What follows belongs to an exercise in optimizing a design on an open flow for small area, a short achievable clock period and few clock cycles per item; a production flow would make more cautious choices.
Function was checked by simulation only, so behaviour that the tests miss may differ from the original.

==> flow/design.v <==
module display (
    input  logic [3:0] data,
    output logic [6:0] segments
);
    always_comb begin
        case (data)
            4'b0000: segments = 7'b1111110;  
            4'b0001: segments = 7'b0110000;  
            4'b0010: segments = 7'b1101101;  
            4'b0011: segments = 7'b1111001;  
            4'b0100: segments = 7'b0110011;  
            4'b0101: segments = 7'b1011011;  
            4'b0110: segments = 7'b1011111;  
            4'b0111: segments = 7'b1110000;  
            4'b1000: segments = 7'b1111111;  
            4'b1001: segments = 7'b1110011;  
            default: segments = 7'b0000000;
        endcase
    end
endmodule
module control (
    input  logic [2:0]  position,
    input  logic [3:0]  digit,
    input  logic        clock,
    input  logic        reset,
    output logic [63:0] segments_out
);
    logic [6:0] seg_in;
    logic [6:0] seg [8];
    display dec (.data(digit), .segments(seg_in));
    always_ff @(posedge clock or posedge reset) begin
        if (reset) begin
            for (int i = 0; i < 8; i++) seg[i] <= 7'b1111110;  
        end else begin
            seg[position] <= seg_in;
        end
    end
    always_comb begin
        for (int i = 0; i < 8; i++) segments_out[8*i +: 8] = {seg[i], 1'b0};
    end
endmodule
module calculadora (
    input  logic [3:0]  cmd,
    input  logic        clock,
    input  logic        reset,
    output logic [1:0]  status,
    output logic [3:0]  data,
    output logic [2:0]  position,
    output logic [31:0] result
);
    localparam logic [3:0] CMD_RES = 4'b1110, CMD_CLR = 4'b1111;
    logic s_idle, s_ina, s_op, s_inb, s_done, s_err;
    logic n_idle, n_ina, n_op, n_inb, n_done, n_err;
    logic [26:0] x;        
    logic [31:0] vs, vc;   
    logic        mul, add, sub;       
    logic        n_mul, n_add, n_sub;
    logic        m_mul;    
    logic        m_as;     
    logic        b_add;    
    logic        b_sub;    
    logic        inv_a;    
    logic [31:0] acc;      
    logic        inv_r;    
    logic        sat_r;    
    logic [3:0]  data_r;
    logic [2:0]  pos_r;
    wire is_dig = (cmd <= 4'd9);
    wire is_op  = (cmd == 4'd10) || (cmd == 4'd11) || (cmd == 4'd12);
    wire is_res = (cmd == CMD_RES);
    wire is_clr = (cmd == CMD_CLR);
    wire full   = (pos_r == 3'd7);    
    wire in_num = s_ina | s_inb;
    always_comb begin
        {n_idle, n_ina, n_op, n_inb, n_done, n_err} = {s_idle, s_ina, s_op, s_inb, s_done, s_err};
        if (s_idle) begin
            if (is_dig) begin n_idle = 1'b0; n_ina = 1'b1; end
        end
        if (s_ina) begin
            if (is_op) begin n_ina = 1'b0; n_op = 1'b1; end
            else if (is_dig & full) begin n_ina = 1'b0; n_err = 1'b1; end
            else if (is_clr) begin n_ina = 1'b0; n_idle = 1'b1; end
        end
        if (s_op) begin
            if (is_dig) begin n_op = 1'b0; n_inb = 1'b1; end
            else if (is_clr) begin n_op = 1'b0; n_idle = 1'b1; end
            else if (is_res) begin n_op = 1'b0; n_err = 1'b1; end
        end
        if (s_inb) begin
            if (is_res) begin n_inb = 1'b0; n_done = 1'b1; end
            else if (is_dig & full) begin n_inb = 1'b0; n_err = 1'b1; end
            else if (is_clr) begin n_inb = 1'b0; n_op = 1'b1; end
        end
        if (s_done) begin
            if (is_clr | is_dig) begin n_done = 1'b0; n_idle = 1'b1; end
        end
        if (s_err) begin
            if (is_clr) begin n_err = 1'b0; n_idle = 1'b1; end
        end
        {n_mul, n_add, n_sub} = {mul, add, sub};
        if ((s_ina | s_op) & is_op) begin
            n_mul = (cmd == 4'd12);
            n_add = (cmd == 4'd10);
            n_sub = (cmd == 4'd11);
        end
    end
    wire [31:0] a32 = {5'd0, x};
    wire [31:0] hs  = vs;
    wire [31:0] hc  = vc;
    wire        v_clr = n_idle | n_op;
    wire [2:0]  lo1 = m_mul ? {2'b00, cmd[1] & cmd[0]}                
                          : (cmd[3] ? {2'b11, cmd[0]} : cmd[2:0]);
    wire [2:0]  lo3 = (b_add | b_sub) ? {cmd[3], ~cmd[3], 1'b0}
                    : m_mul ? 3'd0 : {1'b0, cmd[3], 1'b0};
    wire [31:0] u1 = {hs[28:0], lo1};
    wire [31:0] u2 = {hs[30:0], 1'b0};
    wire [31:0] u3 = {hc[28:0], lo3};
    wire [31:0] u4 = {hc[30:0], 1'b0};
    wire        sel8 = cmd[3] | (cmd[2] & cmd[1] & cmd[0]);
    wire        sel4 = ~cmd[3] & (cmd[2] ^ (cmd[1] & cmd[0]));
    wire [31:0] u5 = m_mul ? (sel8 ? {a32[28:0], 3'b000} : sel4 ? {a32[29:0], 2'b00} : 32'd0)
                   : b_add ? ~{a32[28:0], 3'b000}
                   : b_sub ? {a32[28:0], 3'b111}
                   : 32'd0;
    logic [31:0] u6;
    always_comb begin
        if (m_as) u6 = a32 ^ {32{inv_a}};
        else if (!m_mul) u6 = 32'd0;
        else case (cmd[1:0])
            2'd0: u6 = 32'd0;
            2'd1: u6 = a32;
            2'd2: u6 = {a32[30:0], 1'b0};
            2'd3: u6 = ~a32;
        endcase
    end
    function automatic logic [63:0] csa(input logic [31:0] a, b, c);
        logic [31:0] s, cy;
        s  = a ^ b ^ c;
        cy = (a & b) | (a & c) | (b & c);
        csa = {s, cy[30:0], 1'b0};
    endfunction
    wire [63:0] l1 = csa(u1, u2, u3);
    wire [63:0] l2 = csa(l1[63:32], l1[31:0], u4);
    wire [63:0] l3a = csa(l2[63:32], l2[31:0], u6);
    wire [63:0] l3 = csa(l3a[63:32], l3a[31:0], u5);
    wire [31:0] r = vs + vc;
    always_ff @(posedge clock) begin
        if (s_ina) x <= r[26:0];
        {mul, add, sub} <= {n_mul, n_add, n_sub};
    end
    always_ff @(posedge clock or posedge reset) begin
        if (reset) begin
            s_idle <= 1'b1; s_ina <= 1'b0; s_op <= 1'b0;
            s_inb  <= 1'b0; s_done <= 1'b0; s_err <= 1'b0;
            vs     <= 32'd0; vc <= 32'd0;
            m_mul  <= 1'b0; m_as <= 1'b0;
            b_add  <= 1'b0; b_sub <= 1'b0; inv_a <= 1'b0;
            acc    <= 32'd0;
            inv_r  <= 1'b0;
            sat_r  <= 1'b0;
            data_r <= 4'd0;
            pos_r  <= 3'd0;
        end else begin
            {s_idle, s_ina, s_op, s_inb, s_done, s_err} <= {n_idle, n_ina, n_op, n_inb, n_done, n_err};
            if (v_clr) begin
                vs <= 32'd0;
                vc <= 32'd0;
            end else if (is_dig & (s_idle | s_ina | s_op | s_inb)) begin
                vs <= l3[63:32];
                vc <= l3[31:0];
            end
            m_mul <= (n_op | n_inb) & n_mul;
            m_as  <= (n_op | n_inb) & ~n_mul;
            b_add <= n_inb & n_add;
            b_sub <= n_inb & n_sub;
            inv_a <= (n_inb & n_add) | (n_op & n_sub);
            if (s_inb & is_res) begin
                acc   <= r;
                inv_r <= sub;
                sat_r <= sub & ~r[27];
            end
            if (is_dig & (s_idle | s_op)) begin
                data_r <= cmd; pos_r <= 3'd0;
            end else if (is_dig & in_num & ~full) begin
                data_r <= cmd; pos_r <= pos_r + 3'd1;
            end else if (is_op & s_ina) begin
                data_r <= CMD_CLR; pos_r <= 3'd0;
            end else if (is_op & s_op) begin
                data_r <= cmd; pos_r <= 3'd0;
            end else if (is_clr & s_ina) begin
                pos_r <= 3'd0;
            end else if (is_clr & (s_op | s_inb | s_done | s_err)) begin
                data_r <= CMD_CLR; pos_r <= 3'd0;
            end
        end
    end
    assign status   = {s_err, 1'b0};
    assign data     = data_r;
    assign position = pos_r;
    assign result   = (acc ^ {32{inv_r}}) | {32{sat_r}};
endmodule
module calculadora_top (
    input logic clock,      
    input logic reset,      
    input logic [3:0] cmd,  
    output logic [1:0] status,
    output logic [3:0] data,
    output logic [3:0] position,
    output logic [63:0] segments,
    output logic [31:0] result
);
    logic [2:0] pos3;
    calculadora dut_calculadora (
        .clock(clock),
        .reset(reset),
        .cmd(cmd),
        .status(status),
        .data(data),
        .position(pos3),
        .result(result)
    );
    control dut_control (
        .clock(clock),
        .reset(reset),
        .position(pos3),
        .digit(data),
        .segments_out(segments)
    );
    assign position = {1'b0, pos3};
endmodule
export LEC_CHECK = 0
export CAP_MARGIN = 20
export CORE_MARGIN = 2
export CORE_UTILIZATION = 40
export PLACE_DENSITY = 0.6
export SETUP_SLACK_MARGIN = 2.1
export SLEW_MARGIN = 20
create_clock -name core_clock -period 5.0 [get_ports {clock}]
standard.sh (not shown) runs the stock make flow with config.mk's settings and CLKGATE_MAP_FILE= SYNTH_SCRIPT=/design/flow/synth_recipe.tcl, a recipe that flattens the netlist after the stock synthesis.
==> flow/flow/run.sh <==
#!/bin/bash
# The standard layout (standard.sh, unchanged synthesis), with the port
# buffers made of a plain buffer cell instead of the one buffer_ports picks.
set -uo pipefail
export BUFFER_PORTS_ARGS="-buffer_cell sky130_fd_sc_hd__buf_1"
bash standard.sh > standard.log 2>&1
Testbench counts at the start, summed over its fixed seeds: cycles 18,612, ops 1,600.
Then changed:
--- a/flow/design.v
+++ b/flow/design.v
@@ -55,13 +55,13 @@
     logic [31:0] vs, vc;   
     logic        mul, add, sub;       
     logic        n_mul, n_add, n_sub;
+    logic [3:0]  keep;     
     logic        m_mul;    
     logic        m_as;     
     logic        b_add;    
     logic        b_sub;    
     logic        inv_a;    
     logic [31:0] acc;      
-    logic        inv_r;    
     logic        sat_r;    
     logic [3:0]  data_r;
     logic [2:0]  pos_r;
@@ -105,9 +105,9 @@
         end
     end
     wire [31:0] a32 = {5'd0, x};
-    wire [31:0] hs  = vs;
-    wire [31:0] hc  = vc;
-    wire        v_clr = n_idle | n_op;
+    wire [31:0] keep32 = {{8{keep[3]}}, {8{keep[2]}}, {8{keep[1]}}, {8{keep[0]}}};
+    wire [31:0] hs  = vs & keep32;
+    wire [31:0] hc  = vc & keep32;
     wire [2:0]  lo1 = m_mul ? {2'b00, cmd[1] & cmd[0]}                
                           : (cmd[3] ? {2'b11, cmd[0]} : cmd[2:0]);
     wire [2:0]  lo3 = (b_add | b_sub) ? {cmd[3], ~cmd[3], 1'b0}
@@ -146,38 +146,36 @@
     wire [31:0] r = vs + vc;
     always_ff @(posedge clock) begin
         if (s_ina) x <= r[26:0];
+        if (is_dig & (s_idle | s_ina | s_op | s_inb)) begin
+            vs <= l3[63:32];
+            vc <= l3[31:0];
+        end
         {mul, add, sub} <= {n_mul, n_add, n_sub};
     end
     always_ff @(posedge clock or posedge reset) begin
         if (reset) begin
             s_idle <= 1'b1; s_ina <= 1'b0; s_op <= 1'b0;
             s_inb  <= 1'b0; s_done <= 1'b0; s_err <= 1'b0;
-            vs     <= 32'd0; vc <= 32'd0;
-            m_mul  <= 1'b0; m_as <= 1'b0;
+            keep   <= 4'd0; m_mul <= 1'b0; m_as <= 1'b0;
             b_add  <= 1'b0; b_sub <= 1'b0; inv_a <= 1'b0;
             acc    <= 32'd0;
-            inv_r  <= 1'b0;
             sat_r  <= 1'b0;
             data_r <= 4'd0;
             pos_r  <= 3'd0;
         end else begin
             {s_idle, s_ina, s_op, s_inb, s_done, s_err} <= {n_idle, n_ina, n_op, n_inb, n_done, n_err};
-            if (v_clr) begin
-                vs <= 32'd0;
-                vc <= 32'd0;
-            end else if (is_dig & (s_idle | s_ina | s_op | s_inb)) begin
-                vs <= l3[63:32];
-                vc <= l3[31:0];
-            end
+            keep[0] <= n_ina | n_inb;
+            keep[1] <= n_ina | n_inb | n_done;
+            keep[2] <= n_ina | n_inb | n_err;
+            keep[3] <= ~(n_idle | n_op);
             m_mul <= (n_op | n_inb) & n_mul;
             m_as  <= (n_op | n_inb) & ~n_mul;
             b_add <= n_inb & n_add;
             b_sub <= n_inb & n_sub;
             inv_a <= (n_inb & n_add) | (n_op & n_sub);
             if (s_inb & is_res) begin
-                acc   <= r;
-                inv_r <= sub;
-                sat_r <= sub & ~r[27];
+                acc   <= r ^ {32{sub}};
+                sat_r <= sub & ~r[31];
             end
             if (is_dig & (s_idle | s_op)) begin
                 data_r <= cmd; pos_r <= 3'd0;
@@ -197,7 +195,7 @@
     assign status   = {s_err, 1'b0};
     assign data     = data_r;
     assign position = pos_r;
-    assign result   = (acc ^ {32{inv_r}}) | {32{sat_r}};
+    assign result   = acc | {32{sat_r}};
 endmodule
 module calculadora_top (
     input logic clock,      
After rerunning:
- global-route usage rose by 1.5 points
- first-iteration DRC count grows by 23%
- cell area increases by 4.2%
- via count decreases by about 3.5%
- synthesized area is about the same
- routed wire length rises by 5.6%
- die area is about the same
- setup slack degrades by 0.13 ns
- maximum frequency goes down by 4.1%
- hold slack gets worse by 0.0035 ns
Testbench counts after the change, summed over its fixed seeds: cycles 18,612, ops 1,600.

==> re-timing with driven ports <==
The results above use ideal ports. As a check the final layouts listed here were re-extracted and re-timed, cells and wires unchanged. Step 1, drivers: a clkbuf_16 drives clock and a buf_2 each remaining input, both assumed. Step 2 adds t to the input delays and takes it off the output delays; t is the mean of the earliest and latest rising clock arrival at the registers after step 1. Input paths then give back, and output paths get back, about the clock's delay inside the block. Slacks: ideal ports / drivers / drivers and shift; pairs: ideal ports / drivers.
| run | shift t [ns] | setup WS [ns] | worst setup path after step 2 | worst data-port slew with drivers (ns) |
|---|---|---|---|---|
| the first run | 0.579 | 2.039 / 2.053 / 1.497 | input to register | 0.03 |
| the second run | 0.581 | 1.913 / 1.913 / 1.508 | input to register | 0.04 |
After both steps setup and hold are still met in every run listed. For the first run, which loses most, drivers alone change the setup slack by +0.014 ns; drivers and shift together by -0.542 ns.
